Source: an optimization exercise on an open RTL-to-GDS flow (aim: small area, a short achievable clock period and few clock cycles per item). Production flows keep margins and buffers that such runs may drop. RTL that was checked went through simulation tests only; none was proved equivalent to the original. The clock port is modelled as an ideal driver; clocking choices that lean on that would not hold on a real chip. Power is estimated from default activity; no workload was simulated.

Setup of job 101:
==> flow/design.v (excerpt) <==
module tick_pipeline(
  clk, rst, in_valid, in_price, out_valid, out_signal, fast_dbg, slow_dbg
);
  parameter FAST_ALPHA_SH = 1;
  parameter SLOW_ALPHA_SH = 6;
  input clk;
  input rst;
  input in_valid;
  input  [31:0] in_price;
  output        out_valid;
  output [1:0]  out_signal;
  output [31:0] fast_dbg;
  output [31:0] slow_dbg;
  reg        seeded;
  reg        tick_upd, tick_ld;
  reg [31:0] tick_x;
  wire accept = in_valid & ~rst;
  wire seen   = seeded | tick_upd | tick_ld;
  always @(posedge clk) begin
    tick_upd <= accept & seen;
    tick_ld  <= accept & ~seen;
    tick_x   <= in_price;
    seeded   <= ~rst & seen;
  end
  reg out_valid_r;
  reg [1:0] signal_r;
  wire [31:0] fast_avg, slow_avg;
  ma_core_ema #(.ALPHA_SH(FAST_ALPHA_SH)) u_fast (
    .clk(clk), .upd(tick_upd), .ld(tick_ld),
    .in_price(tick_x), .out_avg(fast_avg)
  );
  ma_core_ema #(.ALPHA_SH(SLOW_ALPHA_SH)) u_slow (
    .clk(clk), .upd(tick_upd), .ld(tick_ld),
    .in_price(tick_x), .out_avg(slow_avg)
  );
  always @(posedge clk) begin
    out_valid_r <= (tick_upd | tick_ld) & ~rst;
    if (!tick_upd)
      signal_r <= 2'b00;
    else if (fast_avg > slow_avg)
  ...
clock: 5.5 ns
lec_check: 0
cap_margin: 20
core_margin: 2
core_utilization: 65
cts_buf_list: sky130_fd_sc_hd__clkbuf_4 sky130_fd_sc_hd__clkbuf_8
setup_slack_margin: 2.3
slew_margin: 20
standard.sh (not shown) runs the stock make flow with config.mk's settings and CLKGATE_MAP_FILE= SYNTH_SCRIPT=/design/flow/synth_recipe.tcl, a recipe that flattens the netlist after the stock synthesis.
==> flow/flow/run.sh <==
#!/bin/bash
# The standard layout (standard.sh), with: the platform's don't-use cells
# plus slow many-input gates (flow/dont_use.txt), so that synthesis and repair
# build the adders from faster small gates; small port buffers; and a post-CTS
# hook (flow/skew.tcl) that clocks the tick-mode registers from their own
# clock buffer ahead of the tree's leaves.
set -euo pipefail
dont_use=$(tr '\n' ' ' < flow/dont_use.txt)
bash standard.sh "DONT_USE_CELLS=$dont_use" \
  "BUFFER_PORTS_ARGS=-buffer_cell sky130_fd_sc_hd__buf_1" \
  "POST_CTS_TCL=$(pwd)/flow/skew.tcl" finish > flow.log 2>&1
Other scripts of this flow, unchanged in this note and not shown: flow/flow/dont_use.txt, flow/flow/skew.tcl
No stage failed in job 101, and the final checks on the layout all came back clean.
Testbench counts of job 101, summed over its fixed seeds: cycles 32,016, items 32,000.
## Diff of input files: job 102 against job 101
Settings: a change of SETUP_SLACK_MARGIN from 2.3 to 2.6.
Findings:
Looking only at part of the total power dissipated in the clock network, and setting everything else aside, the higher value of job 102 and job 101 goes to job 101. Worst slack after detailed placement: job 102 vs job 101 up 0.040 ns. On sequential portion of the cell area: between job 102 and job 101, it ends up higher for job 101. Core utilization: job 102 > job 101. Compared with job 101, job 102 degrades smallest setup slack after layout. Summary — timing-limited maximum frequency, job 102 relative to job 101: lower, by 2.8%.
For job 103, these inputs were changed with respect to job 102:
Settings: swapping 2.6 for 2.0 in SETUP_SLACK_MARGIN.
Findings:
Relative to job 102, worst setup timing slack at the placement stage has decreased by 0.19 ns in job 103.
Against job 102, final area in job 103 came out better.
Routed wire length improves in job 103 relative to job 102.
The critical path capture point comes out u_slow.out_avg[19] in one run and u_slow.out_avg[24] in the other, namely in job 103 and job 102 respectively.
Number of global-route vias before repair (job 103 over job 102): decrease, 380
For the global-route met3 utilization, job 103 came in 0.92 points lower than job 102 did.


== v15 ==
tick_pipeline, a different RTL version from the one above (not shown whole).
Size: roughly 1000 cells after synthesis, roughly 100 I/O pins, roughly 8800 µm² of cells after synthesis.
## tick_pipeline
module tick_pipeline(
  clk, rst, in_valid, in_price, out_valid, out_signal, fast_dbg, slow_dbg
);
clock: 5.5 ns
lec_check: 0
cap_margin: 20
core_margin: 2
core_utilization: 40
setup_slack_margin: 3.0
slew_margin: 20
==> flow/flow/run.sh <==
#!/bin/bash
set -euo pipefail
bash standard.sh "BUFFER_PORTS_ARGS=-buffer_cell sky130_fd_sc_hd__buf_2" finish > flow.log 2>&1
Here is what was changed in the inputs of v33 compared with v15.
# v15
export LEC_CHECK = 0
export CAP_MARGIN = 20
export CORE_MARGIN = 2
export CORE_UTILIZATION = 40
export SETUP_SLACK_MARGIN = 3.0
export SLEW_MARGIN = 20
create_clock -name core_clock -period 5.5 [get_ports {clk}]
# v33
export LEC_CHECK = 0
export CAP_MARGIN = 20
export CORE_MARGIN = 2
export CORE_UTILIZATION = 40
export SETUP_SLACK_MARGIN = 2.0
export SLEW_MARGIN = 20
create_clock -name core_clock -period 5.5 [get_ports {clk}]
### Flow results
In the final reports, the cell area of v33 is smaller than that of v15. Taking v15 as the reference, in v33 clock period minus final worst setup slack moved up, via count moved down, worst setup timing slack at the placement stage moved down, area added between synthesis and finish moved down, weighted congestion at the end of routability-driven global placement moved down. On share of final layout cell area taken by clock buffers and inverters, v33 tracks v15 almost exactly. Summary of v33 over v15: critical path's largest stage delay rose 60 ps; clock-buffer cell count rose 5.
diff inputs: v33 => v36
# v33
export LEC_CHECK = 0
export CAP_MARGIN = 20
export CORE_MARGIN = 2
export CORE_UTILIZATION = 40
export SETUP_SLACK_MARGIN = 2.0
export SLEW_MARGIN = 20
create_clock -name core_clock -period 5.5 [get_ports {clk}]
# v36
export LEC_CHECK = 0
export CAP_MARGIN = 20
export CORE_MARGIN = 2
export CORE_UTILIZATION = 65
export CTS_BUF_LIST = sky130_fd_sc_hd__clkbuf_4 sky130_fd_sc_hd__clkbuf_8
export SETUP_SLACK_MARGIN = 2.0
export SLEW_MARGIN = 20
create_clock -name core_clock -period 5.5 [get_ports {clk}]
==> flow/flow/run.sh <==
#!/bin/bash
set -euo pipefail
bash standard.sh "BUFFER_PORTS_ARGS=-buffer_cell sky130_fd_sc_hd__buf_1" finish > flow.log 2>&1
Notes after the runs:
- v33 → v36: least setup slack across all paths after layout fell 15 ps, die area fell by about 38%, proportion of power drawn by flip-flops and latches rose 1.8 points, via count of the first global-routing pass has decreased, first-pass GRT wire length lower.
- When v36 is measured against v33, its shortest period the worst path allows turns out 15 ps higher.
- Total power density per cell area (v36 over v33): decrease, 2.1%
- Number of cells traversed by the worst hold path: v36 vs v33 identical
Inputs modified between v36 and v18:
# v36
export LEC_CHECK = 0
export CAP_MARGIN = 20
export CORE_MARGIN = 2
export CORE_UTILIZATION = 65
export CTS_BUF_LIST = sky130_fd_sc_hd__clkbuf_4 sky130_fd_sc_hd__clkbuf_8
export SETUP_SLACK_MARGIN = 2.0
export SLEW_MARGIN = 20
create_clock -name core_clock -period 5.5 [get_ports {clk}]
# v18
export LEC_CHECK = 0
export CAP_MARGIN = 20
export CORE_MARGIN = 2
export CORE_UTILIZATION = 40
export SETUP_SLACK_MARGIN = 1.5
export SLEW_MARGIN = 20
create_clock -name core_clock -period 5.5 [get_ports {clk}]
==> flow/flow/run.sh <==
#!/bin/bash
set -euo pipefail
bash standard.sh "BUFFER_PORTS_ARGS=-buffer_cell sky130_fd_sc_hd__buf_2" finish > flow.log 2>&1
Findings:
- Compared with v36, v18 shows non-filler instance count after layout that has gone up by a little under 10%.
- v18 and v36 ended up with nearly the same number of ordinary and repair buffers in the finished layout.
- On met3 capacity usage during global routing, the lower figure sits with v18, not v36.
No run of this note included a check of the RTL's function; only the layout flow was run.


wip/umber:
tick_pipeline with an RTL version that a note above also has.
Size in the first run: about 100 flip-flops, about 100 I/O pins, roughly 0.0080 mm^2 of cells after synthesis.
export LEC_CHECK = 0
export CAP_MARGIN = 20
export CORE_MARGIN = 2
export CORE_UTILIZATION = 65
export CTS_BUF_LIST = sky130_fd_sc_hd__clkbuf_4 sky130_fd_sc_hd__clkbuf_8
export SETUP_SLACK_MARGIN = 2.0
export SLEW_MARGIN = 20
create_clock -name core_clock -period 5.5 [get_ports {clk}]
==> flow/flow/run.sh <==
#!/bin/bash
# The standard layout (standard.sh), with small port buffers, and a post-CTS
# hook (flow/skew.tcl) that clocks the input-stage registers from their own
# clock buffer ahead of the tree's leaves.
set -euo pipefail
bash standard.sh "BUFFER_PORTS_ARGS=-buffer_cell sky130_fd_sc_hd__buf_1" \
  "POST_CTS_TCL=$(pwd)/flow/skew.tcl" finish > flow.log 2>&1
==> flow/flow/skew.tcl <==
# Post-CTS hook: clock the input-stage registers (the registered tick and its
# mode: tick_x, tick_upd, tick_ld, seeded) from two clock buffers of their own on the
# clock port, ahead of the tree's leaves. Their inputs come from the ports,
# where slack is ample; their outputs feed only the EMA registers inside the
# design, whose paths from them gain the time. Then repair timing again.
set block [ord::get_db_block]
set db [ord::get_db]
set master [$db findMaster sky130_fd_sc_hd__clkbuf_16]
set clknet [$block findNet clk]
if { $clknet == "NULL" } { error "skew.tcl: no clk net" }

set flops {}
foreach inst [$block getInsts] {
  set name [$inst getName]
  if { [regexp {^(tick_x|tick_upd|tick_ld|seeded)\M} $name] } {
    lappend flops $inst
  }
}
puts "skew.tcl: [llength $flops] input-stage registers"
if { [llength $flops] == 0 } { error "skew.tcl: no input-stage registers found" }

# two buffers, each for the registers on one side of the group, placed at
# their centroid; detailed placement legalizes them
set sorted [lsort -command {apply {{a b} {
  expr { [lindex [$a getLocation] 0] - [lindex [$b getLocation] 0] }
}}} $flops]
set half [expr { ([llength $sorted] + 1) / 2 }]
set groups [list [lrange $sorted 0 [expr { $half - 1 }]] [lrange $sorted $half end]]
set k 0
foreach grp $groups {
  set sx 0
  set sy 0
  foreach f $grp {
    set loc [$f getLocation]
    set sx [expr { $sx + [lindex $loc 0] }]
    set sy [expr { $sy + [lindex $loc 1] }]
  }
  set n [llength $grp]
  set buf [odb::dbInst_create $block $master clkbuf_early_$k]
  $buf setLocation [expr { int($sx / $n) }] [expr { int($sy / $n) }]
  $buf setPlacementStatus PLACED
  set early [odb::dbNet_create $block clknet_early_$k]
  $early setSigType CLOCK
  [$buf findITerm A] connect $clknet
  [$buf findITerm X] connect $early
  foreach f $grp {
    set it [$f findITerm CLK]
    $it disconnect
    $it connect $early
  }
  incr k
}
global_connect

detailed_placement
check_placement -verbose
estimate_parasitics -placement
report_clock_skew
repair_timing_helper
detailed_placement
check_placement -verbose
wip/umber | status: complete | timing, DRC, antenna: pass
Testbench counts of wip/umber, summed over its fixed seeds: cycles 32,016, items 32,000.
For wip/cedar, these inputs were changed with respect to wip/umber:
- SETUP_SLACK_MARGIN changed from 2.0 to 2.5
==> comparison <==
Power: wip/cedar draws more than wip/umber
Number of vias per cell of wip/cedar exceeds that of wip/umber by a few percent.
wip/cedar vs wip/umber — minimum period implied by the final worst setup slack dropped 0.22 ns.
As far as die area is concerned, wip/cedar and wip/umber perform about the same.
The following lists how wip/raven was set up differently from wip/cedar:
- changing SETUP_SLACK_MARGIN from 2.5 to 2.0
==> flow/flow/skew.tcl <==
# Post-CTS hook: clock the input-stage registers (the registered tick and its
# mode: tick_x, tick_upd, tick_ld, seeded) from their own clock buffer on the
# clock port, ahead of the tree's leaves. Their inputs come from the ports,
# where slack is ample; their outputs feed only the EMA registers inside the
# design, whose paths from them gain the time. Then repair timing again.
set block [ord::get_db_block]
set db [ord::get_db]
set master [$db findMaster sky130_fd_sc_hd__clkbuf_16]
set clknet [$block findNet clk]
if { $clknet == "NULL" } { error "skew.tcl: no clk net" }

set flops {}
foreach inst [$block getInsts] {
  set name [$inst getName]
  if { [regexp {^(tick_x|tick_upd|tick_ld|seeded)[\[$]} $name] } {
    lappend flops $inst
  }
}
puts "skew.tcl: [llength $flops] input-stage registers"
if { [llength $flops] == 0 } { error "skew.tcl: no input-stage registers found" }

# place the buffer at the registers' centroid; detailed placement legalizes it
set sx 0
set sy 0
foreach f $flops {
  set loc [$f getLocation]
  set sx [expr { $sx + [lindex $loc 0] }]
  set sy [expr { $sy + [lindex $loc 1] }]
}
set n [llength $flops]
set buf [odb::dbInst_create $block $master clkbuf_early]
$buf setLocation [expr { int($sx / $n) }] [expr { int($sy / $n) }]
$buf setPlacementStatus PLACED
set early [odb::dbNet_create $block clknet_early]
$early setSigType CLOCK
[$buf findITerm A] connect $clknet
[$buf findITerm X] connect $early
foreach f $flops {
  set it [$f findITerm CLK]
  $it disconnect
  $it connect $early
}
global_connect

detailed_placement
check_placement -verbose
estimate_parasitics -placement
report_clock_skew
repair_timing_helper
detailed_placement
check_placement -verbose
==> comparison <==
Relative to wip/cedar, global-route usage has gone down in wip/raven.
In wip/raven relative to wip/cedar, post-layout instance count excluding filler cells had gone down by a few percent.
wip/raven vs wip/cedar: fmax down in wip/raven
Row number of global-route vias before repair: wip/raven lower / wip/cedar higher
### wip/raven -> wip/amber
- clearing CTS_BUF_LIST, which used to be sky130_fd_sc_hd__clkbuf_4 sky130_fd_sc_hd__clkbuf_8
- swapping 65 for 40 in CORE_UTILIZATION
==> flow/flow/run.sh <==
#!/bin/bash
set -euo pipefail
bash standard.sh "BUFFER_PORTS_ARGS=-buffer_cell sky130_fd_sc_hd__buf_2" finish > flow.log 2>&1
removed: flow/flow/skew.tcl
[summary]
Area of the multi-input gates in wip/amber vs wip/raven: up 49 um^2. wip/amber falls short of wip/raven in minimum clock period after layout. Summary of wip/amber over wip/raven: share of the core filled with cells saw a decrease, largest vdd supply drop decreased 0.000095 V, number of vias per cell went down, share of the cycle needed by the critical path after routing now sits higher. Taking wip/raven as the reference point, the die area of wip/amber rises by 60%. wip/raven → wip/amber: total power draw grew by about 4.7%; combinational power increased about 3%.
Changes in wip/willow relative to wip/amber:
- setting CTS_BUF_LIST to sky130_fd_sc_hd__clkbuf_4 sky130_fd_sc_hd__clkbuf_8 for the first time
- changing CORE_UTILIZATION from 40 to 65
==> flow/flow/run.sh <==
#!/bin/bash
# The standard layout (standard.sh), with small port buffers, and a post-CTS
# hook (flow/skew.tcl) that clocks the tick-mode registers from their own
# clock buffer ahead of the tree's leaves.
set -euo pipefail
bash standard.sh "BUFFER_PORTS_ARGS=-buffer_cell sky130_fd_sc_hd__buf_1" \
  "POST_CTS_TCL=$(pwd)/flow/skew.tcl" finish > flow.log 2>&1
==> flow/flow/skew.tcl (new file) <==
# Post-CTS hook: clock the registers of the tick's mode (tick_upd, tick_ld,
# seeded) from their own clock buffer on the clock port, ahead of the tree's
# leaves. Their inputs come from the ports, where slack is ample; their
# outputs feed only registers inside the design (the EMAs and out_valid),
# whose paths from them gain the time. Then repair timing again.
set block [ord::get_db_block]
set db [ord::get_db]
set master [$db findMaster sky130_fd_sc_hd__clkbuf_16]
set clknet [$block findNet clk]
if { $clknet == "NULL" } { error "skew.tcl: no clk net" }

set flops {}
foreach inst [$block getInsts] {
  set name [$inst getName]
  if { [regexp {^(tick_upd|tick_ld|seeded)\$} $name] } {
    lappend flops $inst
  }
}
puts "skew.tcl: [llength $flops] mode registers"
if { [llength $flops] == 0 } { error "skew.tcl: no mode registers found" }

# place the buffer at the registers' centroid; detailed placement legalizes it
set sx 0
set sy 0
foreach f $flops {
  set loc [$f getLocation]
  set sx [expr { $sx + [lindex $loc 0] }]
  set sy [expr { $sy + [lindex $loc 1] }]
}
set n [llength $flops]
set buf [odb::dbInst_create $block $master clkbuf_early]
$buf setLocation [expr { int($sx / $n) }] [expr { int($sy / $n) }]
$buf setPlacementStatus PLACED
set early [odb::dbNet_create $block clknet_early]
$early setSigType CLOCK
[$buf findITerm A] connect $clknet
[$buf findITerm X] connect $early
foreach f $flops {
  set it [$f findITerm CLK]
  $it disconnect
  $it connect $early
}
global_connect

detailed_placement
check_placement -verbose
estimate_parasitics -placement
report_clock_skew
repair_timing_helper
detailed_placement
check_placement -verbose
wip/amber → wip/willow: hold slack now sits higher, global-route usage up 12 points, clock skew higher.

## what the ideal ports hide
The results above use ideal ports. As a check the final layouts listed here were re-extracted and re-timed, cells and wires unchanged.
Step 1, drivers: a clkbuf_16 drives clk and a buf_2 each remaining input, both assumed.
Step 2, shift: input delay + t, output delay - t, t = (earliest + latest rising clock arrival at the registers) / 2. This alone moves slack from input paths to output paths.
a / b / c = ideal ports / drivers / drivers and shift; a / b = the first two.
| run | t, ns | slack for setup (ns) | latest minus earliest clock arrival (ns) | cell pins on the clock port's net |
|---|---|---|---|---|
| job 101 | 0.300 | 2.416 / 2.416 / 2.416 | 0.295 / 0.296 | 2 |
| job 102 | 0.309 | 2.328 / 2.328 / 2.328 | 0.302 / 0.302 | 2 |
| job 103 | 0.304 | 2.151 / 2.151 / 2.151 | 0.300 / 0.300 | 2 |
| v15 | 0.472 | 2.509 / 2.509 / 2.509 | 0.012 / 0.012 | 1 |
| v33 | 0.465 | 2.138 / 2.138 / 2.138 | 0.010 / 0.010 | 1 |
| v36 | 0.508 | 2.123 / 2.123 / 2.123 | 0.011 / 0.011 | 1 |
| v18 | 0.464 | 1.798 / 1.798 / 1.798 | 0.009 / 0.009 | 1 |
| wip/umber | 0.327 | 2.211 / 2.211 / 2.211 | 0.236 / 0.236 | 3 |
| wip/cedar | 0.337 | 2.426 / 2.426 / 2.426 | 0.243 / 0.242 | 3 |
| wip/raven | 0.295 | 2.238 / 2.238 / 2.238 | 0.291 / 0.291 | 2 |
| wip/amber | 0.404 | 2.052 / 2.052 / 2.052 | 0.010 / 0.010 | 1 |
| wip/willow | 0.295 | 2.238 / 2.238 / 2.238 | 0.291 / 0.291 | 2 |
Clock arrivals are far apart in job 102 and job 103, so t is only a midpoint there and step 2 fits no single register.
